Context: an optimization exercise on an open-source flow, tuned for small area. The choices shown serve that exercise and are no tape-out recipe. Only simulation tests tie the RTL to the original design; equivalence was not proved.

File: flow/flow/run.sh
#!/bin/bash
# Standard ORFS layout (the standard.sh), with two changes:
#  - the port buffers are made from the smallest buffer cell (buf_1);
#  - clock tree synthesis uses clkbuf_8 and inserts no dummy loads.
set -euo pipefail
export BUFFER_PORTS_ARGS="-buffer_cell sky130_fd_sc_hd__buf_1"
export CTS_ARGS="-sink_clustering_enable -repair_clock_nets -dont_use_dummy_load -buf_list sky130_fd_sc_hd__clkbuf_8"
bash standard.sh > standard_flow.log 2>&1
File: flow/standard.sh
#!/bin/bash
# synth_recipe.tcl (not shown) runs the flow's synth.tcl, then flattens the netlist and writes it again
# the make line also repeats each setting of config.mk as NAME=value (left out here)
make -C /OpenROAD-flow-scripts/flow DESIGN_CONFIG=/design/flow/config.mk WORK_HOME=/design/flow/orfs CLKGATE_MAP_FILE= SYNTH_SCRIPT=/design/flow/synth_recipe.tcl "${@:-finish}"
File: flow/config.mk
export PLATFORM = sky130hd
export DESIGN_NAME = systolic_tensor_array
export DESIGN_NICKNAME = systolic_tensor_array
export VERILOG_FILES = /design/flow/design.v
export SDC_FILE = /design/flow/constraint.sdc
export NUM_CORES = 4
export LEC_CHECK = 0
export ABC_AREA = 1
export CAP_MARGIN = 20
export CORE_MARGIN = 2
export CORE_UTILIZATION = 70
export SLEW_MARGIN = 20
export SYNTH_HIERARCHICAL = 1
File: flow/constraint.sdc
create_clock -name core_clock -period 12.0 [get_ports {clk}]
set_input_delay 2.4000 -clock core_clock [delete_from_list [all_inputs] [get_ports {clk}]]
set_output_delay 2.4000 -clock core_clock [all_outputs]
set_load 0.01 [all_outputs]
File: flow/design.v
module pe_fa (
    input  logic a, b, ci,
    output logic s, co
);
    assign s  = a ^ b ^ ci;
    assign co = (a & b) | (ci & (a ^ b));
endmodule
module pe_ha (
    input  logic a, b,
    output logic s, co
);
    assign s  = a ^ b;
    assign co = a & b;
endmodule
module pe_pfx (
    input  logic [31:18] acc,
    output logic [31:18] p1, p0
);
    assign p1[18] = 1'b1;
    assign p0[18] = 1'b1;
    generate
        for (genvar i = 19; i < 32; i++) begin : gen_pfx
            assign p1[i] = p1[i-1] & acc[i-1];
            assign p0[i] = p0[i-1] & ~acc[i-1];
        end
    endgenerate
endmodule
module tensor_process_elem (
    input  logic reset
    ,input  logic load_bias
    ,input  logic [31:0] bias_in
    ,input  logic en
    ,input  logic [31:0] left_in
    ,input  logic [31:0] top_in
    ,input  logic [31:0] acc
    ,output logic [31:0] acc_d
);
    logic [31:0] a, b;
    logic [18:0] L;
    logic [31:0] nxt;
    assign a = left_in;
    assign b = top_in & {32{en}};
    wire te1, te2, te3, tp4, tp5, tp6, tp7, tp8, tp9, tp10, tp11, tp12, tp13, te14, te15, te16, tp17, tp18, tp19, tp20, tp21, tp22, tp23, tp24, tp25, tp26, te27, te28, te29, tp30, tp31, tp32, tp33, tp34, tp35, tp36, tp37, tp38, tp39, te40, te41, te42, tp43, tp44, tp45, tp46, tp47, tp48, tp49, tp50, tp51, tp52, te53, te54, te55, tp56, tp57, tp58, tp59, tp60, tp61, tp62, tp63, tp64, tp65, te66, te67, te68, tp69, tp70, tp71, tp72, tp73, tp74, tp75, tp76, tp77, tp78, te79, te80, te81, tp82, tp83, tp84, tp85, tp86, tp87, tp88, tp89, tp90, tp91, te92, te93, te94, tp95, tp96, tp97, tp98, tp99, tp100, tp101, tp102, tp103, tp104, te105, te106, te107, tp108, tp109, tp110, tp111, tp112, tp113, tp114, tp115, tp116, tp117, te118, te119, te120, tp121, tp122, tp123, tp124, tp125, tp126, tp127, tp128, tp129, tp130, te131, te132, te133, tp134, tp135, tp136, tp137, tp138, tp139, tp140, tp141, tp142, tp143, te144, te145, te146, tp147, tp148, tp149, tp150, tp151, tp152, tp153, tp154, tp155, tp156, te157, te158, te159, tp160, tp161, tp162, tp163, tp164, tp165, tp166, tp167, tp168, tp169, te170, te171, te172, tp173, tp174, tp175, tp176, tp177, tp178, tp179, tp180, tp181, tp182, te183, te184, te185, tp186, tp187, tp188, tp189, tp190, tp191, tp192, tp193, tp194, tp195, te196, te197, te198, tp199, tp200, tp201, tp202, tp203, tp204, tp205, tp206, tp207, tp208, ts209, tc210, ts211, tc212, ts213, tc214, ts215, tc216, ts217, tc218, ts219, tc220, ts221, tc222, ts223, tc224, ts225, tc226, ts227, tc228, ts229, tc230, ts231, tc232, ts233, tc234, ts235, tc236, ts237, tc238, ts239, tc240, ts241, tc242, ts243, tc244, ts245, tc246, ts247, tc248, ts249, tc250, ts251, tc252, ts253, tc254, ts255, tc256, ts257, tc258, ts259, tc260, ts261, tc262, ts263, tc264, ts265, tc266, ts267, tc268, ts269, tc270, ts271, tc272, ts273, tc274, ts275, tc276, ts277, tc278, ts279, tc280, ts281, tc282, ts283, tc284, ts285, tc286, ts287, tc288, ts289, tc290, ts291, tc292, ts293, tc294, ts295, tc296, ts297, tc298, ts299, tc300, ts301, tc302, ts303, tc304, ts305, tc306, ts307, tc308, ts309, tc310, ts311, tc312, ts313, tc314, ts315, tc316, ts317, tc318, ts319, tc320, ts321, tc322, ts323, tc324, ts325, tc326, ts327, tc328, ts329, tc330, ts331, tc332, ts333, tc334, ts335, tc336, ts337, tc338, ts339, tc340, ts341, tc342, ts343, tc344, ts345, tc346, ts347, tc348, ts349, tc350, ts351, tc352, ts353, tc354, ts355, tc356, ts357, tc358, ts359, tc360, ts361, tc362, ts363, tc364, ts365, tc366, ts367, tc368, ts369, tc370, ts371, tc372, ts373, tc374, ts375, tc376, ts377, tc378, ts379, tc380, ts381, tc382, ts383, tc384, ts385, tc386, ts387, tc388, ts389, tc390, ts391, tc392, ts393, tc394, ts395, tc396, ts397, tc398, ts399, tc400, ts401, tc402, ts403, tc404, ts405, tc406, ts407, tc408, ts409, tc410, ts411, tc412, ts413, tc414, ts415, tc416, ts417, tc418, ts419, tc420, ts421, tc422, ts423, tc424, ts425, tc426, ts427, tc428, ts429, tc430, ts431, tc432, ts433, tc434, ts435, tc436, ts437, tc438, ts439, tc440, ts441, tc442, ts443, tc444, ts445, tc446, ts447, tc448, ts449, tc450, ts451, tc452, ts453, tc454, ts455, tc456, ts457, tc458, ts459, tc460, ts461, tc462, ts463, tc464, ts465, tc466, ts467, tc468, ts469, tc470, ts471, tc472, ts473, tc474, ts475, tc476, ts477, tc478, ts479, tc480, ts481, tc482, ts483, tc484, ts485, tc486, ts487, tc488, ts489, tc490, ts491, tc492, ts493, tc494, ts495, tc496, ts497, tc498, ts499, tc500, ts501, tc502, ts503, tc504, ts505, tc506, ts507, tc508, ts509, tc510, ts511, tc512, ts513, tc514, ts515, tc516, ts517, tc518, ts519, tc520, ts521, tc522, ts523, tc524, ts525, tc526, ts527, tc528, ts529, tc530, tr531, tg532, tr533, tq534, tk535, ts536, tc537, ts538, tc539, ts540, tc541, ts542, tc543, tr544, tg545, tr546, tq547, tg548, tr549, tq550, tg551, tr552, tq553, tg554, tr555, tq556, tk557;
    assign te1 = a[0] ^ 1'b0;
    assign te2 = (a[1] & ~a[0] & ~1'b0) | (~a[1] & a[0] & 1'b0);
    assign te3 = a[1];
    assign tp4 = ((te1 & b[0]) | (te2 & 1'b0)) ^ te3;
    assign tp5 = ((te1 & b[1]) | (te2 & b[0])) ^ te3;
    assign tp6 = ((te1 & b[2]) | (te2 & b[1])) ^ te3;
    assign tp7 = ((te1 & b[3]) | (te2 & b[2])) ^ te3;
    assign tp8 = ((te1 & b[4]) | (te2 & b[3])) ^ te3;
    assign tp9 = ((te1 & b[5]) | (te2 & b[4])) ^ te3;
    assign tp10 = ((te1 & b[6]) | (te2 & b[5])) ^ te3;
    assign tp11 = ((te1 & b[7]) | (te2 & b[6])) ^ te3;
    assign tp12 = ~(((te1 & b[7]) | (te2 & b[7])) ^ te3);
    assign tp13 = te3;
    assign te14 = a[2] ^ a[1];
    assign te15 = (a[3] & ~a[2] & ~a[1]) | (~a[3] & a[2] & a[1]);
    assign te16 = a[3];
    assign tp17 = ((te14 & b[0]) | (te15 & 1'b0)) ^ te16;
    assign tp18 = ((te14 & b[1]) | (te15 & b[0])) ^ te16;
    assign tp19 = ((te14 & b[2]) | (te15 & b[1])) ^ te16;
    assign tp20 = ((te14 & b[3]) | (te15 & b[2])) ^ te16;
    assign tp21 = ((te14 & b[4]) | (te15 & b[3])) ^ te16;
    assign tp22 = ((te14 & b[5]) | (te15 & b[4])) ^ te16;
    assign tp23 = ((te14 & b[6]) | (te15 & b[5])) ^ te16;
    assign tp24 = ((te14 & b[7]) | (te15 & b[6])) ^ te16;
    assign tp25 = ~(((te14 & b[7]) | (te15 & b[7])) ^ te16);
    assign tp26 = te16;
    assign te27 = a[4] ^ a[3];
    assign te28 = (a[5] & ~a[4] & ~a[3]) | (~a[5] & a[4] & a[3]);
    assign te29 = a[5];
    assign tp30 = ((te27 & b[0]) | (te28 & 1'b0)) ^ te29;
    assign tp31 = ((te27 & b[1]) | (te28 & b[0])) ^ te29;
    assign tp32 = ((te27 & b[2]) | (te28 & b[1])) ^ te29;
    assign tp33 = ((te27 & b[3]) | (te28 & b[2])) ^ te29;
    assign tp34 = ((te27 & b[4]) | (te28 & b[3])) ^ te29;
    assign tp35 = ((te27 & b[5]) | (te28 & b[4])) ^ te29;
    assign tp36 = ((te27 & b[6]) | (te28 & b[5])) ^ te29;
    assign tp37 = ((te27 & b[7]) | (te28 & b[6])) ^ te29;
    assign tp38 = ~(((te27 & b[7]) | (te28 & b[7])) ^ te29);
    assign tp39 = te29;
    assign te40 = a[6] ^ a[5];
    assign te41 = (a[7] & ~a[6] & ~a[5]) | (~a[7] & a[6] & a[5]);
    assign te42 = a[7];
    assign tp43 = ((te40 & b[0]) | (te41 & 1'b0)) ^ te42;
    assign tp44 = ((te40 & b[1]) | (te41 & b[0])) ^ te42;
    assign tp45 = ((te40 & b[2]) | (te41 & b[1])) ^ te42;
    assign tp46 = ((te40 & b[3]) | (te41 & b[2])) ^ te42;
    assign tp47 = ((te40 & b[4]) | (te41 & b[3])) ^ te42;
    assign tp48 = ((te40 & b[5]) | (te41 & b[4])) ^ te42;
    assign tp49 = ((te40 & b[6]) | (te41 & b[5])) ^ te42;
    assign tp50 = ((te40 & b[7]) | (te41 & b[6])) ^ te42;
    assign tp51 = ~(((te40 & b[7]) | (te41 & b[7])) ^ te42);
    assign tp52 = te42;
    assign te53 = a[8] ^ 1'b0;
    assign te54 = (a[9] & ~a[8] & ~1'b0) | (~a[9] & a[8] & 1'b0);
    assign te55 = a[9];
    assign tp56 = ((te53 & b[8]) | (te54 & 1'b0)) ^ te55;
    assign tp57 = ((te53 & b[9]) | (te54 & b[8])) ^ te55;
    assign tp58 = ((te53 & b[10]) | (te54 & b[9])) ^ te55;
    assign tp59 = ((te53 & b[11]) | (te54 & b[10])) ^ te55;
    assign tp60 = ((te53 & b[12]) | (te54 & b[11])) ^ te55;
    assign tp61 = ((te53 & b[13]) | (te54 & b[12])) ^ te55;
    assign tp62 = ((te53 & b[14]) | (te54 & b[13])) ^ te55;
    assign tp63 = ((te53 & b[15]) | (te54 & b[14])) ^ te55;
    assign tp64 = ~(((te53 & b[15]) | (te54 & b[15])) ^ te55);
    assign tp65 = te55;
    assign te66 = a[10] ^ a[9];
    assign te67 = (a[11] & ~a[10] & ~a[9]) | (~a[11] & a[10] & a[9]);
    assign te68 = a[11];
    assign tp69 = ((te66 & b[8]) | (te67 & 1'b0)) ^ te68;
    assign tp70 = ((te66 & b[9]) | (te67 & b[8])) ^ te68;
    assign tp71 = ((te66 & b[10]) | (te67 & b[9])) ^ te68;
    assign tp72 = ((te66 & b[11]) | (te67 & b[10])) ^ te68;
    assign tp73 = ((te66 & b[12]) | (te67 & b[11])) ^ te68;
    assign tp74 = ((te66 & b[13]) | (te67 & b[12])) ^ te68;
    assign tp75 = ((te66 & b[14]) | (te67 & b[13])) ^ te68;
    assign tp76 = ((te66 & b[15]) | (te67 & b[14])) ^ te68;
    assign tp77 = ~(((te66 & b[15]) | (te67 & b[15])) ^ te68);
    assign tp78 = te68;
    assign te79 = a[12] ^ a[11];
    assign te80 = (a[13] & ~a[12] & ~a[11]) | (~a[13] & a[12] & a[11]);
    assign te81 = a[13];
    assign tp82 = ((te79 & b[8]) | (te80 & 1'b0)) ^ te81;
    assign tp83 = ((te79 & b[9]) | (te80 & b[8])) ^ te81;
    assign tp84 = ((te79 & b[10]) | (te80 & b[9])) ^ te81;
    assign tp85 = ((te79 & b[11]) | (te80 & b[10])) ^ te81;
    assign tp86 = ((te79 & b[12]) | (te80 & b[11])) ^ te81;
    assign tp87 = ((te79 & b[13]) | (te80 & b[12])) ^ te81;
    assign tp88 = ((te79 & b[14]) | (te80 & b[13])) ^ te81;
    assign tp89 = ((te79 & b[15]) | (te80 & b[14])) ^ te81;
    assign tp90 = ~(((te79 & b[15]) | (te80 & b[15])) ^ te81);
    assign tp91 = te81;
    assign te92 = a[14] ^ a[13];
    assign te93 = (a[15] & ~a[14] & ~a[13]) | (~a[15] & a[14] & a[13]);
    assign te94 = a[15];
    assign tp95 = ((te92 & b[8]) | (te93 & 1'b0)) ^ te94;
    assign tp96 = ((te92 & b[9]) | (te93 & b[8])) ^ te94;
    assign tp97 = ((te92 & b[10]) | (te93 & b[9])) ^ te94;
    assign tp98 = ((te92 & b[11]) | (te93 & b[10])) ^ te94;
    assign tp99 = ((te92 & b[12]) | (te93 & b[11])) ^ te94;
    assign tp100 = ((te92 & b[13]) | (te93 & b[12])) ^ te94;
    assign tp101 = ((te92 & b[14]) | (te93 & b[13])) ^ te94;
    assign tp102 = ((te92 & b[15]) | (te93 & b[14])) ^ te94;
    assign tp103 = ~(((te92 & b[15]) | (te93 & b[15])) ^ te94);
    assign tp104 = te94;
    assign te105 = a[16] ^ 1'b0;
    assign te106 = (a[17] & ~a[16] & ~1'b0) | (~a[17] & a[16] & 1'b0);
    assign te107 = a[17];
    assign tp108 = ((te105 & b[16]) | (te106 & 1'b0)) ^ te107;
    assign tp109 = ((te105 & b[17]) | (te106 & b[16])) ^ te107;
    assign tp110 = ((te105 & b[18]) | (te106 & b[17])) ^ te107;
    assign tp111 = ((te105 & b[19]) | (te106 & b[18])) ^ te107;
    assign tp112 = ((te105 & b[20]) | (te106 & b[19])) ^ te107;
    assign tp113 = ((te105 & b[21]) | (te106 & b[20])) ^ te107;
    assign tp114 = ((te105 & b[22]) | (te106 & b[21])) ^ te107;
    assign tp115 = ((te105 & b[23]) | (te106 & b[22])) ^ te107;
    assign tp116 = ~(((te105 & b[23]) | (te106 & b[23])) ^ te107);
    assign tp117 = te107;
    assign te118 = a[18] ^ a[17];
    assign te119 = (a[19] & ~a[18] & ~a[17]) | (~a[19] & a[18] & a[17]);
    assign te120 = a[19];
    assign tp121 = ((te118 & b[16]) | (te119 & 1'b0)) ^ te120;
    assign tp122 = ((te118 & b[17]) | (te119 & b[16])) ^ te120;
    assign tp123 = ((te118 & b[18]) | (te119 & b[17])) ^ te120;
    assign tp124 = ((te118 & b[19]) | (te119 & b[18])) ^ te120;
    assign tp125 = ((te118 & b[20]) | (te119 & b[19])) ^ te120;
    assign tp126 = ((te118 & b[21]) | (te119 & b[20])) ^ te120;
    assign tp127 = ((te118 & b[22]) | (te119 & b[21])) ^ te120;
    assign tp128 = ((te118 & b[23]) | (te119 & b[22])) ^ te120;
    assign tp129 = ~(((te118 & b[23]) | (te119 & b[23])) ^ te120);
    assign tp130 = te120;
    assign te131 = a[20] ^ a[19];
    assign te132 = (a[21] & ~a[20] & ~a[19]) | (~a[21] & a[20] & a[19]);
    assign te133 = a[21];
    assign tp134 = ((te131 & b[16]) | (te132 & 1'b0)) ^ te133;
    assign tp135 = ((te131 & b[17]) | (te132 & b[16])) ^ te133;
    assign tp136 = ((te131 & b[18]) | (te132 & b[17])) ^ te133;
    assign tp137 = ((te131 & b[19]) | (te132 & b[18])) ^ te133;
    assign tp138 = ((te131 & b[20]) | (te132 & b[19])) ^ te133;
    assign tp139 = ((te131 & b[21]) | (te132 & b[20])) ^ te133;
    assign tp140 = ((te131 & b[22]) | (te132 & b[21])) ^ te133;
    assign tp141 = ((te131 & b[23]) | (te132 & b[22])) ^ te133;
    assign tp142 = ~(((te131 & b[23]) | (te132 & b[23])) ^ te133);
    assign tp143 = te133;
    assign te144 = a[22] ^ a[21];
    assign te145 = (a[23] & ~a[22] & ~a[21]) | (~a[23] & a[22] & a[21]);
    assign te146 = a[23];
    assign tp147 = ((te144 & b[16]) | (te145 & 1'b0)) ^ te146;
    assign tp148 = ((te144 & b[17]) | (te145 & b[16])) ^ te146;
    assign tp149 = ((te144 & b[18]) | (te145 & b[17])) ^ te146;
    assign tp150 = ((te144 & b[19]) | (te145 & b[18])) ^ te146;
    assign tp151 = ((te144 & b[20]) | (te145 & b[19])) ^ te146;
    assign tp152 = ((te144 & b[21]) | (te145 & b[20])) ^ te146;
    assign tp153 = ((te144 & b[22]) | (te145 & b[21])) ^ te146;
    assign tp154 = ((te144 & b[23]) | (te145 & b[22])) ^ te146;
    assign tp155 = ~(((te144 & b[23]) | (te145 & b[23])) ^ te146);
    assign tp156 = te146;
    assign te157 = a[24] ^ 1'b0;
    assign te158 = (a[25] & ~a[24] & ~1'b0) | (~a[25] & a[24] & 1'b0);
    assign te159 = a[25];
    assign tp160 = ((te157 & b[24]) | (te158 & 1'b0)) ^ te159;
    assign tp161 = ((te157 & b[25]) | (te158 & b[24])) ^ te159;
    assign tp162 = ((te157 & b[26]) | (te158 & b[25])) ^ te159;
    assign tp163 = ((te157 & b[27]) | (te158 & b[26])) ^ te159;
    assign tp164 = ((te157 & b[28]) | (te158 & b[27])) ^ te159;
    assign tp165 = ((te157 & b[29]) | (te158 & b[28])) ^ te159;
    assign tp166 = ((te157 & b[30]) | (te158 & b[29])) ^ te159;
    assign tp167 = ((te157 & b[31]) | (te158 & b[30])) ^ te159;
    assign tp168 = ~(((te157 & b[31]) | (te158 & b[31])) ^ te159);
    assign tp169 = te159;
    assign te170 = a[26] ^ a[25];
    assign te171 = (a[27] & ~a[26] & ~a[25]) | (~a[27] & a[26] & a[25]);
    assign te172 = a[27];
    assign tp173 = ((te170 & b[24]) | (te171 & 1'b0)) ^ te172;
    assign tp174 = ((te170 & b[25]) | (te171 & b[24])) ^ te172;
    assign tp175 = ((te170 & b[26]) | (te171 & b[25])) ^ te172;
    assign tp176 = ((te170 & b[27]) | (te171 & b[26])) ^ te172;
    assign tp177 = ((te170 & b[28]) | (te171 & b[27])) ^ te172;
    assign tp178 = ((te170 & b[29]) | (te171 & b[28])) ^ te172;
    assign tp179 = ((te170 & b[30]) | (te171 & b[29])) ^ te172;
    assign tp180 = ((te170 & b[31]) | (te171 & b[30])) ^ te172;
    assign tp181 = ~(((te170 & b[31]) | (te171 & b[31])) ^ te172);
    assign tp182 = te172;
    assign te183 = a[28] ^ a[27];
    assign te184 = (a[29] & ~a[28] & ~a[27]) | (~a[29] & a[28] & a[27]);
    assign te185 = a[29];
    assign tp186 = ((te183 & b[24]) | (te184 & 1'b0)) ^ te185;
    assign tp187 = ((te183 & b[25]) | (te184 & b[24])) ^ te185;
    assign tp188 = ((te183 & b[26]) | (te184 & b[25])) ^ te185;
    assign tp189 = ((te183 & b[27]) | (te184 & b[26])) ^ te185;
    assign tp190 = ((te183 & b[28]) | (te184 & b[27])) ^ te185;
    assign tp191 = ((te183 & b[29]) | (te184 & b[28])) ^ te185;
    assign tp192 = ((te183 & b[30]) | (te184 & b[29])) ^ te185;
    assign tp193 = ((te183 & b[31]) | (te184 & b[30])) ^ te185;
    assign tp194 = ~(((te183 & b[31]) | (te184 & b[31])) ^ te185);
    assign tp195 = te185;
    assign te196 = a[30] ^ a[29];
    assign te197 = (a[31] & ~a[30] & ~a[29]) | (~a[31] & a[30] & a[29]);
    assign te198 = a[31];
    assign tp199 = ((te196 & b[24]) | (te197 & 1'b0)) ^ te198;
    assign tp200 = ((te196 & b[25]) | (te197 & b[24])) ^ te198;
    assign tp201 = ((te196 & b[26]) | (te197 & b[25])) ^ te198;
    assign tp202 = ((te196 & b[27]) | (te197 & b[26])) ^ te198;
    assign tp203 = ((te196 & b[28]) | (te197 & b[27])) ^ te198;
    assign tp204 = ((te196 & b[29]) | (te197 & b[28])) ^ te198;
    assign tp205 = ((te196 & b[30]) | (te197 & b[29])) ^ te198;
    assign tp206 = ((te196 & b[31]) | (te197 & b[30])) ^ te198;
    assign tp207 = ~(((te196 & b[31]) | (te197 & b[31])) ^ te198);
    assign tp208 = te198;
    pe_fa uts209 (.a(acc[0]), .b(tp13), .ci(tp65), .s(ts209), .co(tc210));
    pe_fa uts211 (.a(tp117), .b(tp169), .ci(tp4), .s(ts211), .co(tc212));
    pe_fa uts213 (.a(tp56), .b(tp108), .ci(tp160), .s(ts213), .co(tc214));
    pe_fa uts215 (.a(ts209), .b(ts211), .ci(ts213), .s(ts215), .co(tc216));
    pe_fa uts217 (.a(acc[1]), .b(tp5), .ci(tp57), .s(ts217), .co(tc218));
    pe_fa uts219 (.a(tp109), .b(tp161), .ci(tc210), .s(ts219), .co(tc220));
    pe_fa uts221 (.a(tc212), .b(tc214), .ci(ts217), .s(ts221), .co(tc222));
    pe_fa uts223 (.a(ts219), .b(tc216), .ci(ts221), .s(ts223), .co(tc224));
    pe_fa uts225 (.a(acc[2]), .b(tp26), .ci(tp78), .s(ts225), .co(tc226));
    pe_fa uts227 (.a(tp130), .b(tp182), .ci(tp6), .s(ts227), .co(tc228));
    pe_fa uts229 (.a(tp17), .b(tp58), .ci(tp69), .s(ts229), .co(tc230));
    pe_fa uts231 (.a(tp110), .b(tp121), .ci(tp162), .s(ts231), .co(tc232));
    pe_fa uts233 (.a(tp173), .b(ts225), .ci(tc218), .s(ts233), .co(tc234));
    pe_fa uts235 (.a(tc220), .b(ts227), .ci(ts229), .s(ts235), .co(tc236));
    pe_fa uts237 (.a(ts231), .b(tc222), .ci(ts233), .s(ts237), .co(tc238));
    pe_fa uts239 (.a(ts235), .b(tc224), .ci(ts237), .s(ts239), .co(tc240));
    pe_fa uts241 (.a(acc[3]), .b(tp7), .ci(tp18), .s(ts241), .co(tc242));
    pe_fa uts243 (.a(tp59), .b(tp70), .ci(tp111), .s(ts243), .co(tc244));
    pe_fa uts245 (.a(tp122), .b(tp163), .ci(tp174), .s(ts245), .co(tc246));
    pe_fa uts247 (.a(tc226), .b(tc228), .ci(tc230), .s(ts247), .co(tc248));
    pe_fa uts249 (.a(tc232), .b(ts241), .ci(ts243), .s(ts249), .co(tc250));
    pe_fa uts251 (.a(ts245), .b(tc234), .ci(tc236), .s(ts251), .co(tc252));
    pe_fa uts253 (.a(ts247), .b(ts249), .ci(tc238), .s(ts253), .co(tc254));
    pe_fa uts255 (.a(ts251), .b(tc240), .ci(ts253), .s(ts255), .co(tc256));
    pe_fa uts257 (.a(acc[4]), .b(tp39), .ci(tp91), .s(ts257), .co(tc258));
    pe_fa uts259 (.a(tp143), .b(tp195), .ci(tp8), .s(ts259), .co(tc260));
    pe_fa uts261 (.a(tp19), .b(tp30), .ci(tp60), .s(ts261), .co(tc262));
    pe_fa uts263 (.a(tp71), .b(tp82), .ci(tp112), .s(ts263), .co(tc264));
    pe_fa uts265 (.a(tp123), .b(tp134), .ci(tp164), .s(ts265), .co(tc266));
    pe_fa uts267 (.a(tp175), .b(tp186), .ci(ts257), .s(ts267), .co(tc268));
    pe_fa uts269 (.a(tc242), .b(tc244), .ci(tc246), .s(ts269), .co(tc270));
    pe_fa uts271 (.a(ts259), .b(ts261), .ci(ts263), .s(ts271), .co(tc272));
    pe_fa uts273 (.a(ts265), .b(ts267), .ci(tc248), .s(ts273), .co(tc274));
    pe_fa uts275 (.a(tc250), .b(ts269), .ci(ts271), .s(ts275), .co(tc276));
    pe_fa uts277 (.a(tc252), .b(ts273), .ci(ts275), .s(ts277), .co(tc278));
    pe_fa uts279 (.a(tc254), .b(ts277), .ci(tc256), .s(ts279), .co(tc280));
    pe_fa uts281 (.a(acc[5]), .b(tp9), .ci(tp20), .s(ts281), .co(tc282));
    pe_fa uts283 (.a(tp31), .b(tp61), .ci(tp72), .s(ts283), .co(tc284));
    pe_fa uts285 (.a(tp83), .b(tp113), .ci(tp124), .s(ts285), .co(tc286));
    pe_fa uts287 (.a(tp135), .b(tp165), .ci(tp176), .s(ts287), .co(tc288));
    pe_fa uts289 (.a(tp187), .b(tc258), .ci(tc260), .s(ts289), .co(tc290));
    pe_fa uts291 (.a(tc262), .b(tc264), .ci(tc266), .s(ts291), .co(tc292));
    pe_fa uts293 (.a(tc268), .b(ts281), .ci(ts283), .s(ts293), .co(tc294));
    pe_fa uts295 (.a(ts285), .b(ts287), .ci(ts289), .s(ts295), .co(tc296));
    pe_fa uts297 (.a(tc270), .b(tc272), .ci(ts291), .s(ts297), .co(tc298));
    pe_fa uts299 (.a(ts293), .b(tc274), .ci(ts295), .s(ts299), .co(tc300));
    pe_fa uts301 (.a(tc276), .b(ts297), .ci(ts299), .s(ts301), .co(tc302));
    pe_fa uts303 (.a(tc278), .b(ts301), .ci(tc280), .s(ts303), .co(tc304));
    pe_fa uts305 (.a(acc[6]), .b(tp52), .ci(tp104), .s(ts305), .co(tc306));
    pe_fa uts307 (.a(tp156), .b(tp208), .ci(tp10), .s(ts307), .co(tc308));
    pe_fa uts309 (.a(tp21), .b(tp32), .ci(tp43), .s(ts309), .co(tc310));
    pe_fa uts311 (.a(tp62), .b(tp73), .ci(tp84), .s(ts311), .co(tc312));
    pe_fa uts313 (.a(tp95), .b(tp114), .ci(tp125), .s(ts313), .co(tc314));
    pe_fa uts315 (.a(tp136), .b(tp147), .ci(tp166), .s(ts315), .co(tc316));
    pe_fa uts317 (.a(tp177), .b(tp188), .ci(tp199), .s(ts317), .co(tc318));
    pe_fa uts319 (.a(ts305), .b(tc282), .ci(tc284), .s(ts319), .co(tc320));
    pe_fa uts321 (.a(tc286), .b(tc288), .ci(ts307), .s(ts321), .co(tc322));
    pe_fa uts323 (.a(ts309), .b(ts311), .ci(ts313), .s(ts323), .co(tc324));
    pe_fa uts325 (.a(ts315), .b(ts317), .ci(tc290), .s(ts325), .co(tc326));
    pe_fa uts327 (.a(tc292), .b(tc294), .ci(ts319), .s(ts327), .co(tc328));
    pe_fa uts329 (.a(ts321), .b(ts323), .ci(tc296), .s(ts329), .co(tc330));
    pe_fa uts331 (.a(ts325), .b(tc298), .ci(ts327), .s(ts331), .co(tc332));
    pe_fa uts333 (.a(tc300), .b(ts329), .ci(ts331), .s(ts333), .co(tc334));
    pe_fa uts335 (.a(tc302), .b(ts333), .ci(tc304), .s(ts335), .co(tc336));
    pe_fa uts337 (.a(acc[7]), .b(tp11), .ci(tp22), .s(ts337), .co(tc338));
    pe_fa uts339 (.a(tp33), .b(tp44), .ci(tp63), .s(ts339), .co(tc340));
    pe_fa uts341 (.a(tp74), .b(tp85), .ci(tp96), .s(ts341), .co(tc342));
    pe_fa uts343 (.a(tp115), .b(tp126), .ci(tp137), .s(ts343), .co(tc344));
    pe_fa uts345 (.a(tp148), .b(tp167), .ci(tp178), .s(ts345), .co(tc346));
    pe_fa uts347 (.a(tp189), .b(tp200), .ci(tc306), .s(ts347), .co(tc348));
    pe_fa uts349 (.a(tc308), .b(tc310), .ci(tc312), .s(ts349), .co(tc350));
    pe_fa uts351 (.a(tc314), .b(tc316), .ci(tc318), .s(ts351), .co(tc352));
    pe_fa uts353 (.a(ts337), .b(ts339), .ci(ts341), .s(ts353), .co(tc354));
    pe_fa uts355 (.a(ts343), .b(ts345), .ci(ts347), .s(ts355), .co(tc356));
    pe_fa uts357 (.a(tc320), .b(tc322), .ci(tc324), .s(ts357), .co(tc358));
    pe_fa uts359 (.a(ts349), .b(ts351), .ci(ts353), .s(ts359), .co(tc360));
    pe_fa uts361 (.a(ts355), .b(tc326), .ci(tc328), .s(ts361), .co(tc362));
    pe_fa uts363 (.a(ts357), .b(ts359), .ci(tc330), .s(ts363), .co(tc364));
    pe_fa uts365 (.a(tc332), .b(ts361), .ci(ts363), .s(ts365), .co(tc366));
    pe_fa uts367 (.a(tc334), .b(ts365), .ci(tc336), .s(ts367), .co(tc368));
    pe_fa uts369 (.a(acc[8]), .b(tp12), .ci(tp23), .s(ts369), .co(tc370));
    pe_fa uts371 (.a(tp34), .b(tp45), .ci(tp64), .s(ts371), .co(tc372));
    pe_fa uts373 (.a(tp75), .b(tp86), .ci(tp97), .s(ts373), .co(tc374));
    pe_fa uts375 (.a(tp116), .b(tp127), .ci(tp138), .s(ts375), .co(tc376));
    pe_fa uts377 (.a(tp149), .b(tp168), .ci(tp179), .s(ts377), .co(tc378));
    pe_fa uts379 (.a(tp190), .b(tp201), .ci(tc338), .s(ts379), .co(tc380));
    pe_fa uts381 (.a(tc340), .b(tc342), .ci(tc344), .s(ts381), .co(tc382));
    pe_fa uts383 (.a(tc346), .b(tc348), .ci(ts369), .s(ts383), .co(tc384));
    pe_fa uts385 (.a(ts371), .b(ts373), .ci(ts375), .s(ts385), .co(tc386));
    pe_fa uts387 (.a(ts377), .b(tc350), .ci(tc352), .s(ts387), .co(tc388));
    pe_fa uts389 (.a(ts379), .b(tc354), .ci(tc356), .s(ts389), .co(tc390));
    pe_fa uts391 (.a(ts381), .b(ts383), .ci(ts385), .s(ts391), .co(tc392));
    pe_fa uts393 (.a(tc358), .b(ts387), .ci(tc360), .s(ts393), .co(tc394));
    pe_fa uts395 (.a(ts389), .b(ts391), .ci(tc362), .s(ts395), .co(tc396));
    pe_fa uts397 (.a(ts393), .b(tc364), .ci(ts395), .s(ts397), .co(tc398));
    pe_fa uts399 (.a(tc366), .b(ts397), .ci(tc368), .s(ts399), .co(tc400));
    pe_fa uts401 (.a(acc[9]), .b(tp24), .ci(tp35), .s(ts401), .co(tc402));
    pe_fa uts403 (.a(tp46), .b(tp76), .ci(tp87), .s(ts403), .co(tc404));
    pe_fa uts405 (.a(tp98), .b(tp128), .ci(tp139), .s(ts405), .co(tc406));
    pe_fa uts407 (.a(tp150), .b(tp180), .ci(tp191), .s(ts407), .co(tc408));
    pe_fa uts409 (.a(tp202), .b(tc370), .ci(tc372), .s(ts409), .co(tc410));
    pe_fa uts411 (.a(tc374), .b(tc376), .ci(tc378), .s(ts411), .co(tc412));
    pe_fa uts413 (.a(ts401), .b(ts403), .ci(ts405), .s(ts413), .co(tc414));
    pe_fa uts415 (.a(ts407), .b(tc380), .ci(tc382), .s(ts415), .co(tc416));
    pe_fa uts417 (.a(tc384), .b(tc386), .ci(ts409), .s(ts417), .co(tc418));
    pe_fa uts419 (.a(ts411), .b(ts413), .ci(tc388), .s(ts419), .co(tc420));
    pe_fa uts421 (.a(ts415), .b(tc390), .ci(tc392), .s(ts421), .co(tc422));
    pe_fa uts423 (.a(ts417), .b(ts419), .ci(tc394), .s(ts423), .co(tc424));
    pe_fa uts425 (.a(ts421), .b(tc396), .ci(ts423), .s(ts425), .co(tc426));
    pe_fa uts427 (.a(tc398), .b(ts425), .ci(tc400), .s(ts427), .co(tc428));
    pe_fa uts429 (.a(acc[10]), .b(tp25), .ci(tp36), .s(ts429), .co(tc430));
    pe_fa uts431 (.a(tp47), .b(tp77), .ci(tp88), .s(ts431), .co(tc432));
    pe_fa uts433 (.a(tp99), .b(tp129), .ci(tp140), .s(ts433), .co(tc434));
    pe_fa uts435 (.a(tp151), .b(tp181), .ci(tp192), .s(ts435), .co(tc436));
    pe_fa uts437 (.a(tp203), .b(tc402), .ci(tc404), .s(ts437), .co(tc438));
    pe_fa uts439 (.a(tc406), .b(tc408), .ci(ts429), .s(ts439), .co(tc440));
    pe_fa uts441 (.a(ts431), .b(ts433), .ci(ts435), .s(ts441), .co(tc442));
    pe_fa uts443 (.a(tc410), .b(tc412), .ci(tc414), .s(ts443), .co(tc444));
    pe_fa uts445 (.a(ts437), .b(ts439), .ci(ts441), .s(ts445), .co(tc446));
    pe_fa uts447 (.a(tc416), .b(tc418), .ci(ts443), .s(ts447), .co(tc448));
    pe_fa uts449 (.a(ts445), .b(tc420), .ci(tc422), .s(ts449), .co(tc450));
    pe_fa uts451 (.a(ts447), .b(tc424), .ci(ts449), .s(ts451), .co(tc452));
    assign ts453 = ~(tc426 ^ ts451);
    assign tc454 = tc426 | ts451;
    pe_fa uts455 (.a(acc[11]), .b(tp37), .ci(tp48), .s(ts455), .co(tc456));
    pe_fa uts457 (.a(tp89), .b(tp100), .ci(tp141), .s(ts457), .co(tc458));
    pe_fa uts459 (.a(tp152), .b(tp193), .ci(tp204), .s(ts459), .co(tc460));
    pe_fa uts461 (.a(tc430), .b(tc432), .ci(tc434), .s(ts461), .co(tc462));
    pe_fa uts463 (.a(tc436), .b(ts455), .ci(ts457), .s(ts463), .co(tc464));
    pe_fa uts465 (.a(ts459), .b(tc438), .ci(tc440), .s(ts465), .co(tc466));
    pe_fa uts467 (.a(tc442), .b(ts461), .ci(ts463), .s(ts467), .co(tc468));
    pe_fa uts469 (.a(tc444), .b(ts465), .ci(tc446), .s(ts469), .co(tc470));
    pe_fa uts471 (.a(ts467), .b(tc448), .ci(ts469), .s(ts471), .co(tc472));
    pe_fa uts473 (.a(tc450), .b(ts471), .ci(tc452), .s(ts473), .co(tc474));
    assign ts475 = ~(tc454 ^ ts473);
    assign tc476 = tc454 | ts473;
    pe_fa uts477 (.a(acc[12]), .b(tp38), .ci(tp49), .s(ts477), .co(tc478));
    pe_fa uts479 (.a(tp90), .b(tp101), .ci(tp142), .s(ts479), .co(tc480));
    pe_fa uts481 (.a(tp153), .b(tp194), .ci(tp205), .s(ts481), .co(tc482));
    pe_fa uts483 (.a(tc456), .b(tc458), .ci(tc460), .s(ts483), .co(tc484));
    pe_fa uts485 (.a(ts477), .b(ts479), .ci(ts481), .s(ts485), .co(tc486));
    pe_fa uts487 (.a(tc462), .b(tc464), .ci(ts483), .s(ts487), .co(tc488));
    pe_fa uts489 (.a(ts485), .b(tc466), .ci(tc468), .s(ts489), .co(tc490));
    pe_fa uts491 (.a(ts487), .b(tc470), .ci(ts489), .s(ts491), .co(tc492));
    pe_fa uts493 (.a(tc472), .b(ts491), .ci(tc474), .s(ts493), .co(tc494));
    pe_fa uts495 (.a(acc[13]), .b(tp50), .ci(tp102), .s(ts495), .co(tc496));
    pe_fa uts497 (.a(tp154), .b(tp206), .ci(tc478), .s(ts497), .co(tc498));
    pe_fa uts499 (.a(tc480), .b(tc482), .ci(ts495), .s(ts499), .co(tc500));
    pe_fa uts501 (.a(tc484), .b(ts497), .ci(tc486), .s(ts501), .co(tc502));
    pe_fa uts503 (.a(ts499), .b(tc488), .ci(ts501), .s(ts503), .co(tc504));
    pe_fa uts505 (.a(tc490), .b(ts503), .ci(tc492), .s(ts505), .co(tc506));
    assign ts507 = ~(ts505 ^ tc494);
    assign tc508 = ts505 | tc494;
    pe_fa uts509 (.a(acc[14]), .b(tp51), .ci(tp103), .s(ts509), .co(tc510));
    pe_fa uts511 (.a(tp155), .b(tp207), .ci(tc496), .s(ts511), .co(tc512));
    pe_fa uts513 (.a(ts509), .b(tc498), .ci(tc500), .s(ts513), .co(tc514));
    pe_fa uts515 (.a(ts511), .b(tc502), .ci(ts513), .s(ts515), .co(tc516));
    pe_fa uts517 (.a(tc504), .b(ts515), .ci(tc506), .s(ts517), .co(tc518));
    pe_fa uts519 (.a(acc[15]), .b(tc510), .ci(tc512), .s(ts519), .co(tc520));
    pe_fa uts521 (.a(tc514), .b(ts519), .ci(tc516), .s(ts521), .co(tc522));
    assign ts523 = ~(ts521 ^ tc518);
    assign tc524 = ts521 | tc518;
    pe_fa uts525 (.a(acc[16]), .b(tc520), .ci(tc522), .s(ts525), .co(tc526));
    pe_ha uts527 (.a(ts453), .b(tc428), .s(ts527), .co(tc528));
    pe_ha uts529 (.a(tc476), .b(ts493), .s(ts529), .co(tc530));
    assign tr531 = ts475 ^ tc528;
    assign tg532 = tc528 & ts475;
    assign tr533 = ts529 ^ tg532;
    assign tq534 = ts475 & ts529;
    assign tk535 = tc530 | (tc528 & tq534);
    pe_ha uts536 (.a(ts517), .b(tc508), .s(ts536), .co(tc537));
    pe_ha uts538 (.a(ts523), .b(tc537), .s(ts538), .co(tc539));
    pe_fa uts540 (.a(ts525), .b(tc524), .ci(tc539), .s(ts540), .co(tc541));
    pe_fa uts542 (.a(acc[17]), .b(tc526), .ci(tc541), .s(ts542), .co(tc543));
    assign tr544 = ts507 ^ tk535;
    assign tg545 = tk535 & ts507;
    assign tr546 = ts536 ^ tg545;
    assign tq547 = ts507 & ts536;
    assign tg548 = tk535 & tq547;
    assign tr549 = ts538 ^ tg548;
    assign tq550 = tq547 & ts538;
    assign tg551 = tk535 & tq550;
    assign tr552 = ts540 ^ tg551;
    assign tq553 = tq550 & ts540;
    assign tg554 = tk535 & tq553;
    assign tr555 = ts542 ^ tg554;
    assign tq556 = tq553 & ts542;
    assign tk557 = tc543 | (tk535 & tq556);
    assign L[0] = ts215;
    assign L[1] = ts223;
    assign L[2] = ts239;
    assign L[3] = ts255;
    assign L[4] = ts279;
    assign L[5] = ts303;
    assign L[6] = ts335;
    assign L[7] = ts367;
    assign L[8] = ts399;
    assign L[9] = ts427;
    assign L[10] = ts527;
    assign L[11] = tr531;
    assign L[12] = tr533;
    assign L[13] = tr544;
    assign L[14] = tr546;
    assign L[15] = tr549;
    assign L[16] = tr552;
    assign L[17] = tr555;
    assign L[18] = tk557;
    logic inc, dec;
    logic [31:18] p1, p0;
    pe_pfx u_pfx (.acc(acc[31:18]), .p1(p1), .p0(p0));
    assign inc = L[18] & L[17];
    assign dec = ~L[18] & ~L[17];
    assign nxt[16:0] = L[16:0];
    assign nxt[17] = ~L[17];
    assign nxt[31:18] = acc[31:18] ^ (({14{inc}} & p1) | ({14{dec}} & p0));
    assign acc_d = reset ? 32'd0 : load_bias ? bias_in : nxt;
endmodule
module systolic_tensor_array (
    input   logic    clk              
    ,input  logic    reset            
    ,input  logic    stall            
    ,input  logic [31:0]  A0          
    ,input  logic [31:0]  A1          
    ,input  logic [31:0]  A2          
    ,input  logic [31:0]  A3          
    ,input  logic [31:0]  B0          
    ,input  logic [31:0]  B1          
    ,input  logic [31:0]  B2          
    ,input  logic [31:0]  B3          
    ,input  logic [3:0]   load_bias0  
    ,input  logic [3:0]   load_bias1  
    ,input  logic [3:0]   load_bias2  
    ,input  logic [3:0]   load_bias3  
    ,input  logic [127:0] bias0       
    ,input  logic [127:0] bias1       
    ,input  logic [127:0] bias2       
    ,input  logic [127:0] bias3       
    ,output logic [127:0] C0          
    ,output logic [127:0] C1          
    ,output logic [127:0] C2          
    ,output logic [127:0] C3          
    ,output logic   sta_idle          
);
    localparam int N = 4;
    logic [N-1:0][N-1:0][31:0] A_data;
    logic [N-1:0][N-1:0][31:0] B_data;
    logic [N-1:0][N-1:0]       A_nz;      
    logic [N-1:0][N-1:0]       B_nz;      
    logic [N-1:0][N-1:0][31:0] pe_outputs;
    logic [N-1:0][N-1:0]       lb_all;
    logic [N-1:0][N-1:0][31:0] bias_all;
    assign lb_all[0] = load_bias0;  assign bias_all[0] = bias0;
    assign lb_all[1] = load_bias1;  assign bias_all[1] = bias1;
    assign lb_all[2] = load_bias2;  assign bias_all[2] = bias2;
    assign lb_all[3] = load_bias3;  assign bias_all[3] = bias3;
    assign A_data[0][0] = A0;  assign B_data[0][0] = B0;
    assign A_data[1][0] = A1;  assign B_data[0][1] = B1;
    assign A_data[2][0] = A2;  assign B_data[0][2] = B2;
    assign A_data[3][0] = A3;  assign B_data[0][3] = B3;
    generate
        for (genvar i = 0; i < N; i++) begin : gen_edge
            assign A_nz[i][0] = |A_data[i][0];
            assign B_nz[0][i] = |B_data[0][i];
        end
        for (genvar row = 0; row < N; row++) begin : gen_rows
            for (genvar col = 0; col < N; col++) begin : gen_cols
                if (col != 0) begin : gen_a_data
                    logic [31:0] a_q;
                    logic        a_nz;
                    always_ff @(posedge clk) begin
                        if (!stall)
                            a_q <= A_data[row][col-1];
                    end
                    always_ff @(posedge clk) begin
                        if (reset)
                            a_nz <= 1'b0;
                        else if (!stall)
                            a_nz <= A_nz[row][col-1];
                    end
                    assign A_data[row][col] = a_q;
                    assign A_nz[row][col]   = a_nz;
                end
                if (row != 0) begin : gen_b_data
                    logic [31:0] b_q;
                    logic        b_nz;
                    always_ff @(posedge clk) begin
                        if (!stall)
                            b_q <= B_data[row-1][col];
                    end
                    always_ff @(posedge clk) begin
                        if (reset)
                            b_nz <= 1'b0;
                        else if (!stall)
                            b_nz <= B_nz[row-1][col];
                    end
                    assign B_data[row][col] = b_q;
                    assign B_nz[row][col]   = b_nz;
                end
                logic en;
                if (row == 0 && col == 0) begin : gen_en00
                    assign en = !stall;
                end else if (row == 0) begin : gen_en0c
                    assign en = !stall && A_nz[row][col];
                end else if (col == 0) begin : gen_enr0
                    assign en = !stall && B_nz[row][col];
                end else begin : gen_enrc
                    assign en = !stall && A_nz[row][col] && B_nz[row][col];
                end
                logic [31:0] acc_q, acc_d;
                tensor_process_elem pe (
                    .reset(reset)
                    ,.load_bias(lb_all[row][col])
                    ,.bias_in(bias_all[row][col])
                    ,.en(en)
                    ,.left_in(A_data[row][col])
                    ,.top_in(B_data[row][col])
                    ,.acc(acc_q)
                    ,.acc_d(acc_d)
                );
                always_ff @(posedge clk) begin
                    acc_q <= acc_d;
                end
                assign pe_outputs[row][col] = acc_q;
            end
        end
    endgenerate
    assign C0 = pe_outputs[0];
    assign C1 = pe_outputs[1];
    assign C2 = pe_outputs[2];
    assign C3 = pe_outputs[3];
    assign sta_idle = !(|A_nz || |B_nz || |lb_all);
endmodule
==> results.toml, run 1 <==
[outcome]
status = "finished clean"

[place]
place_area_um2 = 160000
gp_congestion = 1.12
port_buffers = 1299
hpwlAfterDp_um = 445000
dp.cells = 20100

[critical_path]
r2r_end = "gen_rows[1].gen_cols[3].acc_q[18]"
crit_slowest_cell = "nor2_2"
endpoint = "gen_rows[3].gen_cols[2].acc_q[18]"
critical_path.startpoint = "stall"
timing.rr.start = "gen_rows[1].gen_cols[3].gen_a_data.a_q[3]"
path_buf_inv = 3
cp_max_fo = 40
cp-start-kind = "input port"
crit_type = "input port to register"
critPathMaxStageDelay_ps = 740
required_ps = 12940
worstPathArrival_ps = 11250
path_common_cell = "fa_1"
r2r_cells = 25
cp.depth = 29
cp-end-kind = "register"
reg2reg_slack_ps = 3230
crit_family = "adder cells"

[floorplanning]
ios = 1300
start_util = 0.705
fp.coreArea_um2 = 220000
die_area_um2 = 225000
die_h_um = 475
die_x_um = 475
rows = 172

[cts]
holdBufCountCts = 0
cts_setup_buffers = 0
cts_buffer_depth = 3
cts_resized = 0
htree_levels = 4
cts_root_buf = "clkbuf_8"
worst_skew_pair.late_latency_ps = 1090
cts_tree = "built"
cts_buffers = 226
numClockSinks = 1304
clk_pin_slew_ps = 60

[global_routing]
overflow = 0
grt_pass1_wl_um = 796000
antenna_found_initial = 64
grt_usage = 0.481
grt_pass1_vias = 127000
grt_max_degree = 177

[sta]
post-route-period-util = 0.859
fmax_mhz = 97.0
period_minus_slack_ps = 10310
slew_viol_final = 0
final-hold-violation-count = 0
clock-skew-final_ps = 111
slew-limit-headroom = 0.222
worstMarginPinSlew_ps = 1170
setup_viol = 0
tns_ps = 0
rsz0062_at_grt = "no"

[route]
ant_nets = 0
totalWireLength_um = 544000
via_per_inst = 6.44
drt_iter0_drc = 17600
num_vias = 131000
drc = 0
drt-wirelength-per-cell_um = 26.8
dr.pass1.iters = 14

[synth]
ys_seq_elements = 1304
synth.avg_cell_area_um2 = 9.54
ys_warn_count = 7
syn-cell-area_um2 = 155000
synthDistinctLibCells = 36
yosysSeqAreaShare = 0.218
synthCells = 16300

[finish]
final_nets = 20800
final_core_util = 0.744
layout.cells.non_filler = 20300
fill_cells = 16500
final_cell_mix = "2512 x fa_1, 2280 x nand2_1, 2032 x xor2_1"
final_area_um2 = 164000
seq_area_um2 = 33800
layout_commonest_cell = "fa_1"
drive_above_1_share = 0.0551
multi_input_area_um2 = 111000
area_growth_pct = 5.53

[job]
drv.max_cap_violation_count = 0

[worst_hold_path]
min_path_type = "register to register"
hold_start = "gen_rows[2].gen_cols[0].gen_b_data.b_q[10]"
flip-flops by register name, summed over array words and instances, names as in the netlist:
signal / cells
gen_rows.gen_cols.acc_q: 512
gen_rows.gen_cols.gen_a_data.a_nz: 12
gen_rows.gen_cols.gen_a_data.a_q: 384
gen_rows.gen_cols.gen_b_data.b_nz: 12
gen_rows.gen_cols.gen_b_data.b_q: 384
Yosys cell counts:
master / instances / area share
fa_1: 2512 / 0.32
clkbuf_8: 64 / 0.0057
nor3_4: 16 / 0.0017
nor4_1: 2 / 0.000081
a31oi_1: 4 / 0.00016
inv_1: 1573 / 0.038
conb_1: 16 / 0.00039
ha_1: 160 / 0.013
nand2_2: 176 / 0.0071
a21oi_1: 628 / 0.020
nand4_1: 180 / 0.0073
nand2_4: 32 / 0.0023
o22ai_1: 1728 / 0.070
o21ai_0: 208 / 0.0067
buf_6: 97 / 0.0070
inv_2: 33 / 0.00080
dfxtp_1: 536 / 0.069
nor2_1: 1558 / 0.038
nand3b_1: 1 / 0.000048
a21boi_0: 64 / 0.0031
nor2_4: 64 / 0.0046
nand2_1: 2280 / 0.055
nand3_2: 64 / 0.0041
buf_1: 160 / 0.0039
xor2_1: 2032 / 0.11
buf_12: 16 / 0.0021
clkbuf_1: 65 / 0.0016
edfxtp_1: 768 / 0.15
nand3_1: 580 / 0.019
dlygate4sd1_1: 16 / 0.00090
a211oi_1: 192 / 0.0093
buf_4: 65 / 0.0031
nor2_2: 67 / 0.0027
buf_2: 117 / 0.0038
nor3_1: 53 / 0.0017
nand4_2: 128 / 0.010
per-module statistics from Yosys, one instance, submodules excluded:
| module | flip-flops and latches | cell area [µm²] | cells inside | copies in the design |
|---|---|---|---|---|
| systolic_tensor_array | 1304 | 35200 | 1647 | 1 |
| tensor_process_elem | 0 | 4000 | 699 | 16 |
| pe_pfx | 0 | 302 | 53 | 16 |
| pe_fa | 0 | 20.0 | 1 | 2512 |
| pe_ha | 0 | 12.5 | 1 | 64 |
worst min path at each step:
stage / to / cells after the start
after detailed placement: gen_rows[3].gen_cols[0].gen_b_data.b_q[19] / 0
after CTS: gen_rows[3].gen_cols[0].gen_b_data.b_q[10] / 0
after global placement: gen_rows[3].gen_cols[0].gen_b_data.b_q[19] / 0
after floorplan: gen_rows[2].gen_cols[0].gen_b_data.b_q[0] / 0
final: gen_rows[3].gen_cols[0].gen_b_data.b_q[10] / 0
after global routing: gen_rows[3].gen_cols[0].gen_b_data.b_q[10] / 0
per-stage QoR:
stage | setup slack [ps] | hold WS, ps
floorplan | 380 | 427
global placement | 925 | 431
detailed placement | 776 | 439
CTS | 1870 | 414
global route | 1440 | 395
finish | 1690 | 411
cell type report:
cell class | instances | share of cell area
antenna | 47 | 0.000719
clock buffer | 226 | 0.0190
inverter | 1606 | 0.0369
multi-input combinational | 12800 | 0.678
sequential | 1304 | 0.206
tap | 2958 | 0.0226
timing repair buffer | 1424 | 0.0358
routing by layer:
metal,up-vias,global-route usage,routed length (µm)
met1,63300,0.587,183000
met2,9261,0.711,237000
met5,-,0,312
li1,56200,-,-
met4,46,0.364,51700
met3,2202,0.157,71700
kinds of logic after synthesis:
logic type | count (synthesis) | synth area share
adder cells (fa/ha/maj) | 2672 | 0.337
other | 16 | 0.000387
flip-flops | 1304 | 0.218
XOR/XNOR | 2032 | 0.115
AO/OA/AOI/OAI | 2824 | 0.109
AND/OR/NAND/NOR | 5201 | 0.154
buffers and inverters | 2206 | 0.0669
==> inputs of run 2 (changes only) <==
--- a/flow/design.v
+++ b/flow/design.v
@@ -13,4 +13,41 @@
     assign co = a & b;
 endmodule
+module pe_benc (
+    input  logic hi, mid, lo,
+    output logic one, two
+);
+    assign one = mid ^ lo;
+    assign two = (hi & ~mid & ~lo) | (~hi & mid & lo);
+endmodule
+module pe_bsel (
+    input  logic one, two, b0, b1, neg,
+    output logic x
+);
+    assign x = ((one & b0) | (two & b1)) ^ neg;
+endmodule
+module pe_bseln (
+    input  logic one, two, b0, b1, neg,
+    output logic x
+);
+    assign x = ~(((one & b0) | (two & b1)) ^ neg);
+endmodule
+module pe_and (
+    input  logic a, b,
+    output logic y
+);
+    assign y = a & b;
+endmodule
+module pe_andn (
+    input  logic a, b,
+    output logic y
+);
+    assign y = a & ~b;
+endmodule
+module pe_out (
+    input  logic reset, load, bias, x,
+    output logic y
+);
+    assign y = ~reset & (load ? bias : x);
+endmodule
 module pe_pfx (
     input  logic [31:18] acc,
@@ -19,8 +56,10 @@
     assign p1[18] = 1'b1;
     assign p0[18] = 1'b1;
+    assign p1[19] = acc[18];
+    assign p0[19] = ~acc[18];
     generate
-        for (genvar i = 19; i < 32; i++) begin : gen_pfx
-            assign p1[i] = p1[i-1] & acc[i-1];
-            assign p0[i] = p0[i-1] & ~acc[i-1];
+        for (genvar i = 20; i < 32; i++) begin : gen_pfx
+            pe_and  u_p1 (.a(p1[i-1]), .b(acc[i-1]), .y(p1[i]));
+            pe_andn u_p0 (.a(p0[i-1]), .b(acc[i-1]), .y(p0[i]));
         end
     endgenerate
@@ -39,6 +78,6 @@
     logic [18:0] L;
     logic [31:0] nxt;
-    assign a = left_in;
-    assign b = top_in & {32{en}};
+    assign a = left_in & {32{en}};
+    assign b = top_in;
     wire te1, te2, te3, tp4, tp5, tp6, tp7, tp8, tp9, tp10, tp11, tp12, tp13, te14, te15, te16, tp17, tp18, tp19, tp20, tp21, tp22, tp23, tp24, tp25, tp26, te27, te28, te29, tp30, tp31, tp32, tp33, tp34, tp35, tp36, tp37, tp38, tp39, te40, te41, te42, tp43, tp44, tp45, tp46, tp47, tp48, tp49, tp50, tp51, tp52, te53, te54, te55, tp56, tp57, tp58, tp59, tp60, tp61, tp62, tp63, tp64, tp65, te66, te67, te68, tp69, tp70, tp71, tp72, tp73, tp74, tp75, tp76, tp77, tp78, te79, te80, te81, tp82, tp83, tp84, tp85, tp86, tp87, tp88, tp89, tp90, tp91, te92, te93, te94, tp95, tp96, tp97, tp98, tp99, tp100, tp101, tp102, tp103, tp104, te105, te106, te107, tp108, tp109, tp110, tp111, tp112, tp113, tp114, tp115, tp116, tp117, te118, te119, te120, tp121, tp122, tp123, tp124, tp125, tp126, tp127, tp128, tp129, tp130, te131, te132, te133, tp134, tp135, tp136, tp137, tp138, tp139, tp140, tp141, tp142, tp143, te144, te145, te146, tp147, tp148, tp149, tp150, tp151, tp152, tp153, tp154, tp155, tp156, te157, te158, te159, tp160, tp161, tp162, tp163, tp164, tp165, tp166, tp167, tp168, tp169, te170, te171, te172, tp173, tp174, tp175, tp176, tp177, tp178, tp179, tp180, tp181, tp182, te183, te184, te185, tp186, tp187, tp188, tp189, tp190, tp191, tp192, tp193, tp194, tp195, te196, te197, te198, tp199, tp200, tp201, tp202, tp203, tp204, tp205, tp206, tp207, tp208, ts209, tc210, ts211, tc212, ts213, tc214, ts215, tc216, ts217, tc218, ts219, tc220, ts221, tc222, ts223, tc224, ts225, tc226, ts227, tc228, ts229, tc230, ts231, tc232, ts233, tc234, ts235, tc236, ts237, tc238, ts239, tc240, ts241, tc242, ts243, tc244, ts245, tc246, ts247, tc248, ts249, tc250, ts251, tc252, ts253, tc254, ts255, tc256, ts257, tc258, ts259, tc260, ts261, tc262, ts263, tc264, ts265, tc266, ts267, tc268, ts269, tc270, ts271, tc272, ts273, tc274, ts275, tc276, ts277, tc278, ts279, tc280, ts281, tc282, ts283, tc284, ts285, tc286, ts287, tc288, ts289, tc290, ts291, tc292, ts293, tc294, ts295, tc296, ts297, tc298, ts299, tc300, ts301, tc302, ts303, tc304, ts305, tc306, ts307, tc308, ts309, tc310, ts311, tc312, ts313, tc314, ts315, tc316, ts317, tc318, ts319, tc320, ts321, tc322, ts323, tc324, ts325, tc326, ts327, tc328, ts329, tc330, ts331, tc332, ts333, tc334, ts335, tc336, ts337, tc338, ts339, tc340, ts341, tc342, ts343, tc344, ts345, tc346, ts347, tc348, ts349, tc350, ts351, tc352, ts353, tc354, ts355, tc356, ts357, tc358, ts359, tc360, ts361, tc362, ts363, tc364, ts365, tc366, ts367, tc368, ts369, tc370, ts371, tc372, ts373, tc374, ts375, tc376, ts377, tc378, ts379, tc380, ts381, tc382, ts383, tc384, ts385, tc386, ts387, tc388, ts389, tc390, ts391, tc392, ts393, tc394, ts395, tc396, ts397, tc398, ts399, tc400, ts401, tc402, ts403, tc404, ts405, tc406, ts407, tc408, ts409, tc410, ts411, tc412, ts413, tc414, ts415, tc416, ts417, tc418, ts419, tc420, ts421, tc422, ts423, tc424, ts425, tc426, ts427, tc428, ts429, tc430, ts431, tc432, ts433, tc434, ts435, tc436, ts437, tc438, ts439, tc440, ts441, tc442, ts443, tc444, ts445, tc446, ts447, tc448, ts449, tc450, ts451, tc452, ts453, tc454, ts455, tc456, ts457, tc458, ts459, tc460, ts461, tc462, ts463, tc464, ts465, tc466, ts467, tc468, ts469, tc470, ts471, tc472, ts473, tc474, ts475, tc476, ts477, tc478, ts479, tc480, ts481, tc482, ts483, tc484, ts485, tc486, ts487, tc488, ts489, tc490, ts491, tc492, ts493, tc494, ts495, tc496, ts497, tc498, ts499, tc500, ts501, tc502, ts503, tc504, ts505, tc506, ts507, tc508, ts509, tc510, ts511, tc512, ts513, tc514, ts515, tc516, ts517, tc518, ts519, tc520, ts521, tc522, ts523, tc524, ts525, tc526, ts527, tc528, ts529, tc530, tr531, tg532, tr533, tq534, tk535, ts536, tc537, ts538, tc539, ts540, tc541, ts542, tc543, tr544, tg545, tr546, tq547, tg548, tr549, tq550, tg551, tr552, tq553, tg554, tr555, tq556, tk557;
     assign te1 = a[0] ^ 1'b0;
--- a/flow/config.mk
+++ b/flow/config.mk
@@ -9,5 +9,5 @@
 export CAP_MARGIN = 20
 export CORE_MARGIN = 2
-export CORE_UTILIZATION = 70
+export CORE_UTILIZATION = 60
 export SLEW_MARGIN = 20
 export SYNTH_HIERARCHICAL = 1
==> results.toml, run 2 <==
[critical_path]
worstPathArrival_ps = 11480
path_buf_inv = 9
cp-end-kind = "register"
required_ps = 12880
crit_type = "input port to register"
crit_slowest_cell = "nor2_2"
crit_family = "adder cells"
cp_max_fo = 45
critPathMaxStageDelay_ps = 560
path_common_cell = "fa_1"
cp-start-kind = "input port"

[route]
num_vias = 130000
dr.pass1.iters = 10
drt_iter0_drc = 15300
drc = 0
drt-wirelength-per-cell_um = 26.0
ant_nets = 0
via_per_inst = 6.04
totalWireLength_um = 560000

[sta]
worstMarginPinSlew_ps = 1150
hold_slack_ps = 363
tns_ps = 0
clock-skew-final_ps = 121
setup_viol = 0
slew_viol_final = 0
rsz0062_at_grt = "no"
post-route-period-util = 0.883
slew-limit-headroom = 0.234
fmax_mhz = 94.4
setup_ws_ps = 1400
final-hold-violation-count = 0
period_minus_slack_ps = 10600

[job]
drv.max_cap_violation_count = 0

[floorplanning]
start_util = 0.603
rows = 187
fp.coreArea_um2 = 259000
die_h_um = 515
die_area_um2 = 265000
ios = 1300
die_x_um = 515

[synth]
synthCells = 16900
ys_warn_count = 7
synth.area.top_cells = "fa_1 32%, edfxtp_1 15%, xor2_1 12%"
synth_edf_count = 768
synth.most_common_cell = "nand2_1"
yosysSeqAreaShare = 0.216
synthArstFlopShare = 0
syn-cell-area_um2 = 156000
yosysTopAreaCell = "fa_1"
synthFlopType = "edfxtp_1"
ys_seq_elements = 1304
synth_common_cells = "2600 x nand2_1, 2512 x fa_1, 2224 x xor2_1"
synth.avg_cell_area_um2 = 9.28
synthDistinctLibCells = 30
synth_top_area_share = 0.321

[finish]
final_nets = 21600
regMostFlops = "gen_rows.gen_cols.acc_q"
layout_commonest_cell = "nand2_1"
largest_reg_flops = 512
final_cell_mix = "2600 x nand2_1, 2512 x fa_1, 2224 x xor2_1"
fill_cells = 22500
drive_above_1_share = 0.0664
largestRegisters = "gen_rows.gen_cols.acc_q x512, gen_rows.gen_cols.gen_a_data.a_q x384, gen_rows.gen_cols.gen_b_data.b_q x384"
area_growth_pct = 7.03
layout.cells.non_filler = 21600

[cts]
cts_root_buf = "clkbuf_8"
htree_levels = 4
cts_buffer_depth = 4
numClockSinks = 1304
cts_buffers = 235
holdBufCountCts = 0
clk_pin_slew_ps = 60
cts_tree = "built"
cts_setup_buffers = 0
worst_skew_pair.late_latency_ps = 1060
cts_resized = 0

[global_routing]
overflow = 0
antenna_found_initial = 128
grt_pass1_vias = 127000
grt_pass1_wl_um = 816000
grt_max_degree = 133
grt_usage = 0.420

[place]
dp.cells = 21300
hpwlAfterDp_um = 473000
gp_congestion = 1.09
place_ws_ps = 483
port_buffers = 1299

[worst_hold_path]
min_path_type = "register to register"

[outcome]
status = "finished clean"
[run 2: cell types whose count changed after synthesis, sizes merged, moves of 128 or more]
| cell | previous run | this run |
|---|---|---|
| o21ai | 208 | 704 |
| nand3 | 644 | 772 |
| a21oi | 628 | 308 |
| inv | 1606 | 2022 |
| a211oi | 192 | 0 |
| nand2 | 2488 | 2856 |
| nor2 | 1689 | 1385 |
| xor2 | 2032 | 2224 |
[run 2: metal layers]
| metal | GRT usage | share of wire |
|---|---|---|
| met1 | 0.530 | 0.36 |
| met2 | 0.632 | 0.44 |
| met3 | 0.111 | 0.11 |
| met4 | 0.290 | 0.083 |
| met5 | 0.00256 | 0.0010 |
[run 2: cell type report]
| cell class | instances | area (µm²) | share of cell area |
|---|---|---|---|
| inverter | 2022 | 7600 | 0.0454 |
| antenna | 85 | 213 | 0.00127 |
| timing repair buffer | 1549 | 6870 | 0.0411 |
| clock buffer | 235 | 3230 | 0.0193 |
| tap | 3402 | 4260 | 0.0254 |
| multi-input combinational | 13000 | 111000 | 0.666 |
| sequential | 1304 | 33800 | 0.202 |
[run 2: final timing paths]
path                                              startpoint                                          to  slack [ps]  depth (start not counted)
hold / removal    gen_rows[2].gen_cols[1].gen_b_data.b_q[21]  gen_rows[3].gen_cols[1].gen_b_data.b_q[21]         360                          0
hold reg to reg   gen_rows[2].gen_cols[1].gen_b_data.b_q[21]  gen_rows[3].gen_cols[1].gen_b_data.b_q[21]         360                          0
setup / recovery                                       stall           gen_rows[1].gen_cols[3].acc_q[29]        1400                         35
setup reg to reg     gen_rows[0].gen_cols[2].gen_a_data.a_nz           gen_rows[0].gen_cols[2].acc_q[26]        3020                         29
[run 2: kinds of logic (layout without fill, tap and decap cells)]
kind of cell / Yosys count / count (layout) / share of synthesized area
AND/OR/NAND/NOR: 5265 / 5265 / 0.144
buffers and inverters: 2590 / 3806 / 0.0724
flip-flops: 1304 / 1304 / 0.216
adder cells (fa/ha/maj): 2672 / 2672 / 0.334
AO/OA/AOI/OAI: 2792 / 2792 / 0.108
other: 16 / 117 / 0.000384
XOR/XNOR: 2224 / 2224 / 0.125
[run 2: worst register-to-register path, delay by kind of cell, from the launching register on]
family,cells,cell delay [ps]
AO/OA/AOI/OAI,1,190
AND/OR/NAND/NOR,12,2620
buffers and inverters,3,670
flip-flops,1,340
XOR/XNOR,1,250
adder cells (fa/ha/maj),12,4810
[run 2: per-module statistics from Yosys (local to each module, per instance)]
| module | copies in the design | cell area [µm²] |
|---|---|---|
| systolic_tensor_array | 1 | 35200 |
| tensor_process_elem | 16 | 4140 |
| pe_pfx | 16 | 30.0 |
| pe_fa | 2512 | 20.0 |
| pe_ha | 64 | 12.5 |
| pe_andn | 192 | 10.0 |
| pe_and | 192 | 7.51 |
[run 2: through the flow]
stage          area, µm²   util
2_1_floorplan     156000      -
3_3_place_gp      164000  0.632
3_5_place_dp      164000  0.632
4_1_cts           167000  0.644
5_1_grt           167000  0.645
6_report          167000  0.645

re-timing with driven ports:
The results above use ideal ports. As a check the final layouts listed here were re-extracted and re-timed, cells and wires unchanged. Step 1 sets driving cells, clkbuf_16 on the clock port and buf_2 on the other inputs (assumed; they add their load-dependent delay and slew). Step 2, shift: input delay + t, output delay - t, t = (earliest + latest rising clock arrival at the registers) / 2. This alone moves slack from input paths to output paths. Slacks: ideal / step 1 / step 2; pairs: ideal / step 1.
run	shift t [ns]	setup WS [ns]	hold slack, ns	worst slew at a driven data input, ns
run 1	1.125	1.687 / 1.774 / 0.648	0.411 / 0.411 / 0.411	0.24
run 2	1.118	1.403 / 1.392 / 0.274	0.363 / 0.363 / 0.363	0.26
After both steps setup and hold are still met in every run listed. The setup slack of run 2, which loses most, moves by -0.011 ns with the drivers and by -1.129 ns with both steps.
